Source: an optimization exercise on an open RTL-to-GDS flow (aim: small area, a short achievable clock period and few clock cycles per item). Production flows keep margins and buffers that such runs may drop. Where RTL was checked, it was by simulation tests only, not by an equivalence proof against the original. No activity file was given, so power comes from the tool's default toggle rates.

== run a ==
## ALU_top
module ALU_top(
    input soc_clk,
    input reset,
    input [31:0] ALU_dat1,
    input [31:0] ALU_dat2,
    input [5:0] Instruction_from_CU,
    output ALU_overflow,
    output ALU_con_met,
    output ALU_zero,
    output ALU_err,
    output ALU_ready,
    output [31:0] ALU_out,
    output ALU_accept
);
Size in the first run: ~710 cells after synthesis, roughly 35 flip-flops, ~110 I/O pins, roughly 6000 um^2 of cells after synthesis.
export LEC_CHECK = 0
export CAP_MARGIN = 20
export CORE_MARGIN = 2
export CORE_UTILIZATION = 40
export SLEW_MARGIN = 20
create_clock -name core_clock -period 14.0 [get_ports {soc_clk}]
standard.sh (not shown) runs the stock make flow with config.mk's settings and CLKGATE_MAP_FILE= SYNTH_SCRIPT=/design/flow/synth_recipe.tcl, a recipe that flattens the netlist after the stock synthesis.
==> flow/flow/run.sh <==
#!/bin/bash
# Standard ORFS layout (the standard.sh), with plain buf_2 port buffers and a
# setup margin so that the repair steps size the logic for a shorter period.
set -euo pipefail
bash standard.sh "BUFFER_PORTS_ARGS=-buffer_cell sky130_fd_sc_hd__buf_2" SETUP_SLACK_MARGIN=8.5 finish > standard.log 2>&1
Testbench counts of run a, summed over its fixed seeds: cycles 24,000, items 12,000.
Here is what was changed in the inputs of run b compared with run a.
--- a/flow/design.v
+++ b/flow/design.v
@@ -32,22 +32,22 @@
     wire is_add  = (c == 6'd18) | (c == 6'd27);
     wire is_sub  = (c == 6'd28);
     wire is_sll  = (c == 6'd24) | (c == 6'd29);
     wire is_srl  = (c == 6'd25) | (c == 6'd33);
     wire is_sra  = (c == 6'd26) | (c == 6'd34);
     wire is_slt  = (c == 6'd19) | (c == 6'd30);
     wire is_sltu = (c == 6'd20) | (c == 6'd31);
     wire is_xor  = (c == 6'd21) | (c == 6'd32);
     wire is_or   = (c == 6'd22) | (c == 6'd35);
     wire is_and  = (c == 6'd23) | (c == 6'd36);
-    wire do_sub = is_sub | is_beq | is_bne | is_blt | is_bge | is_bltu | is_bgeu |
-                  is_slt | is_sltu;
+    wire do_sub = ~c[5] & (~c[4] | (c[3] & c[2]) | (~c[3] & ~c[2] & c[1] & c[0]) |
+                           (~c[3] & c[2] & ~c[1] & ~c[0]));
     wire [31:0] bx = b ^ {32{do_sub}};
     wire [31:0] p  = a ^ bx;
     wire [31:0] g  = a & bx;
     wire [31:0] G0 = {g[31:1], g[0] | (p[0] & do_sub)};
     wire [31:0] P0 = p;
     wire [31:0] G1, P1;
     assign G1[0] = G0[0];
     assign P1[0] = P0[0];
     assign G1[1] = G0[1] | (P0[1] & G0[0]);
     assign P1[1] = P0[1] & P0[0];
## What came out
When the final numbers for run a and run b were put side by side, the well-tap cell count turned out to be smaller in run a. | cell leakage power | run b vs run a | worse |. Compared run b vs run a, and clock buffer instance count of the final layout is down in run b. Run a → run b: period utilization now sits higher, synthesized cell count now sits higher.
Function not checked in run b: the RTL went through the layout flow alone.

========
run 1:
ALU_top, a different RTL version from the one above (not shown whole).
Size: ~1000 cells after synthesis, about 35 flip-flops, roughly 0.0058 mm2 of cells after synthesis.
export LEC_CHECK = 0
export ABC_AREA = 1
export CAP_MARGIN = 20
export CORE_MARGIN = 2
export CORE_UTILIZATION = 60
export SLEW_MARGIN = 20
create_clock -name core_clock -period 14.0 [get_ports {soc_clk}]
==> flow/flow/run.sh <==
#!/bin/bash
# Standard ORFS layout (the standard.sh), with plain buf_2 port buffers and a
# setup margin so that the repair steps size the logic for a shorter period.
set -euo pipefail
bash standard.sh "BUFFER_PORTS_ARGS=-buffer_cell sky130_fd_sc_hd__buf_2" SETUP_SLACK_MARGIN=8.0 finish > standard.log 2>&1
For run 2, these inputs were changed with respect to run 1:
-- flow/design.v --
<<< run 1, line 43
                           (~c[3] & c[2] & ~c[1] & ~c[0]));
    wire [31:0] bx = b ^ {32{do_sub}};
    wire [31:0] p  = a ^ bx;
    wire [31:0] g  = a & bx;
    wire [31:0] G0 = {g[31:1], g[0] | (p[0] & do_sub)};
>>> run 2, line 43
                           (~c[3] & c[2] & ~c[1] & ~c[0]));
    wire [31:0] bx = b ^ {32{do_sub}};
    wire [31:0] x  = a ^ b;
    wire [31:0] p  = x ^ {32{do_sub}};
    wire [31:0] g  = a & bx;
    wire [31:0] G0 = {g[31:1], g[0] | (p[0] & do_sub)};
<<< run 1, line 400
        ({32{is_srl | is_sra}} & sh_r) |
        ({32{is_xor | is_or}} & p) |
        ({32{is_and | is_or}} & g) |
        {31'd0, (is_slt & lts) | (is_sltu & ltu)};
    wire [31:0] cin_v = {cg[30:0], do_sub};
    wire [31:0] res0 = res_o | ({32{sel_sum}} & p);
>>> run 2, line 401
        ({32{is_srl | is_sra}} & sh_r) |
        ({32{is_xor | is_or}} & p) |
        ({32{is_and | is_or}} & g);
    wire [31:0] cin_v = {cg[30:0], do_sub};
    wire [31:0] res0 = res_o | ({32{sel_sum}} & p);
<<< run 1, line 408
    generate
        for (gi = 0; gi < 32; gi = gi + 1) begin : RES
            assign res[gi] = cin_v[gi] ? res1[gi] : res0[gi];
        end
    endgenerate
    wire cm = (is_beq & eq) | (is_bne & ~eq) | (is_blt & lts) | (is_bge & ~lts) |
              (is_bltu & ltu) | (is_bgeu & ~ltu);
    reg [31:0] out_r;
    reg        ovf_r, cm_r;
>>> run 2, line 408
    generate
        for (gi = 0; gi < 32; gi = gi + 1) begin : RES
            if (gi == 0) begin : B0
                assign res[gi] = (cin_v[gi] ? res1[gi] : res0[gi]) | slt_bit;
            end else begin : BN
                assign res[gi] = cin_v[gi] ? res1[gi] : res0[gi];
            end
        end
    endgenerate
    wire sdiff = a[31] ^ b[31];
    wire lts0  = sdiff ? a[31] : p[31];     
    wire lts1  = sdiff ? a[31] : ~p[31];    
    wire slt_bit = (cg[31] ? 1'b0 : is_sltu) | (cg[30] ? (is_slt & lts1) : (is_slt & lts0));
    wire cm_u  = cg[31] ? is_bgeu : is_bltu;
    wire cm_s  = cg[30] ? ((is_blt & lts1) | (is_bge & ~lts1)) : ((is_blt & lts0) | (is_bge & ~lts0));
    wire cm    = (is_beq & eq) | (is_bne & ~eq) | cm_u | cm_s;
    reg [31:0] out_r;
    reg        ovf_r, cm_r;
Notes after the runs:
- Run 2 vs run 1: fraction of the cycle the final worst path needs up
- Taking run 1 as the reference point, the compound-cell area share of the yosys netlist of run 2 falls by 10 points.
- Worst hold slack, run 2 and run 1: higher on run 2
- The count of buffer and inverter cells on the critical path of run 2 is higher than that of run 1.
- Run 2 gives more number of clock-tree buffers in the layout than run 1 did.
- Measured against each other, run 2 and run 1 differ in final cell utilization of the core, the lower figure coming from run 2.
- Run 2 gives less sequential share of layout area than run 1 did.
- Run 2 gives more number of global-route vias before repair than run 1 did.
- [run 2] sequential share of power fell 1.8 points relative to run 1
Function was not checked in any run of this note: the RTL went through the layout flow alone.

========
ALU_top again, from the RTL that the note above started with.
export LEC_CHECK = 0
export ABC_AREA = 1
export CAP_MARGIN = 20
export CORE_MARGIN = 2
export CORE_UTILIZATION = 40
export SLEW_MARGIN = 20
create_clock -name core_clock -period 14.0 [get_ports {soc_clk}]
==> flow/flow/run.sh <==
#!/bin/bash
# Standard ORFS layout (the standard.sh), with plain buf_2 port buffers and a
# setup margin so that the repair steps size the logic for a shorter period.
set -euo pipefail
bash standard.sh "BUFFER_PORTS_ARGS=-buffer_cell sky130_fd_sc_hd__buf_2" SETUP_SLACK_MARGIN=8.5 finish > standard.log 2>&1
The baseline finished clean.
Next try:
--- a/flow/design.v
+++ b/flow/design.v
@@ -390,37 +390,45 @@
     wire [31:0] sh_in = is_sll ? a_rev : a;
     wire        fill  = is_sra & a[31];
     wire [31:0] r0 = b[0] ? {fill, sh_in[31:1]} : sh_in;
     wire [31:0] r1 = b[1] ? {{2{fill}}, r0[31:2]} : r0;
     wire [31:0] r2 = b[2] ? {{4{fill}}, r1[31:4]} : r1;
     wire [31:0] r3 = b[3] ? {{8{fill}}, r2[31:8]} : r2;
     assign sh_r = b[4] ? {{16{fill}}, r3[31:16]} : r3;
     wire        sel_sum = is_add | is_sub;
     wire [31:0] res_o =
         ({32{is_sll}} & sh_rev) |
         ({32{is_srl | is_sra}} & sh_r) |
         ({32{is_xor | is_or}} & p) |
-        ({32{is_and | is_or}} & g) |
-        {31'd0, (is_slt & lts) | (is_sltu & ltu)};
+        ({32{is_and | is_or}} & g);
     wire [31:0] cin_v = {cg[30:0], do_sub};
     wire [31:0] res0 = res_o | ({32{sel_sum}} & p);
     wire [31:0] res1 = res_o | ({32{sel_sum}} & ~p);
     wire [31:0] res;
     generate
         for (gi = 0; gi < 32; gi = gi + 1) begin : RES
-            assign res[gi] = cin_v[gi] ? res1[gi] : res0[gi];
+            if (gi == 0) begin : B0
+                assign res[gi] = (cin_v[gi] ? res1[gi] : res0[gi]) | slt_bit;
+            end else begin : BN
+                assign res[gi] = cin_v[gi] ? res1[gi] : res0[gi];
+            end
         end
     endgenerate
-    wire cm = (is_beq & eq) | (is_bne & ~eq) | (is_blt & lts) | (is_bge & ~lts) |
-              (is_bltu & ltu) | (is_bgeu & ~ltu);
+    wire sdiff = a[31] ^ b[31];
+    wire lts0  = sdiff ? a[31] : p[31];     
+    wire lts1  = sdiff ? a[31] : ~p[31];    
+    wire slt_bit = (cg[31] ? 1'b0 : is_sltu) | (cg[30] ? (is_slt & lts1) : (is_slt & lts0));
+    wire cm_u  = cg[31] ? is_bgeu : is_bltu;
+    wire cm_s  = cg[30] ? ((is_blt & lts1) | (is_bge & ~lts1)) : ((is_blt & lts0) | (is_bge & ~lts0));
+    wire cm    = (is_beq & eq) | (is_bne & ~eq) | cm_u | cm_s;
     reg [31:0] out_r;
     reg        ovf_r, cm_r;
     always @(posedge soc_clk) begin
         out_r <= res;
         ovf_r <= (is_add | is_sub) & ovf;
         cm_r  <= cm;
     end
     assign ALU_out      = out_r;
     assign ALU_overflow = ovf_r;
     assign ALU_con_met  = cm_r;
     assign ALU_zero     = ~|out_r;
 endmodule
First-iteration DRC count grows by 0.64%.
Final cell count is higher by 8.5%.
Clock skew is unchanged.
Global-route usage fell by 1.3 points.
Cell area went up by 7.8%.
Via count climbs by 8.9%.
Routed wire length rose by 7.4%.
Die area rises by 6.5%.
Non-clock buffer count came out higher by 19.
Area after synthesis came out higher by 6.7%.
Total power rose by 2.1%.
Setup slack barely changes.
Register-to-register slack is about the same.
Sequential share of layout area came out lower by 0.72 points.
Function was not checked in any run of this note: the RTL went through the layout flow alone.

==> re-timing with driven ports <==
Ports are ideal in the flow. The routed layouts listed here were re-timed in OpenROAD.
Step 1: set_driving_cell puts a clkbuf_16 on soc_clk and a buf_2 on each other input, an assumption about the parent block.
Step 2, shift: input delay + t, output delay - t, t = (earliest + latest rising clock arrival at the registers) / 2. This alone moves slack from input paths to output paths.
a / b / c = ideal / step 1 / step 2; a / b = the first two.
| run | t (ns) | setup WS [ns] | latest minus earliest clock arrival (ns) |
|---|---|---|---|
| run a | 0.312 | 7.930 / 7.919 / 7.607 | 0.010 / 0.011 |
| run b | 0.327 | 7.902 / 7.893 / 7.567 | 0.014 / 0.015 |
| run 1 | 0.329 | 8.299 / 8.314 / 7.985 | 0.007 / 0.007 |
| run 2 | 0.324 | 8.135 / 8.156 / 7.832 | 0.008 / 0.008 |
| the first run of note 3 | 0.328 | 8.607 / 8.628 / 8.300 | 0.005 / 0.005 |
| the second run of note 3 | 0.311 | 8.606 / 8.619 / 8.308 | 0.008 / 0.008 |
After both steps every run listed still meets setup and hold. For run b, which loses most, drivers alone change the setup slack by -0.009 ns; drivers and shift together by -0.335 ns.
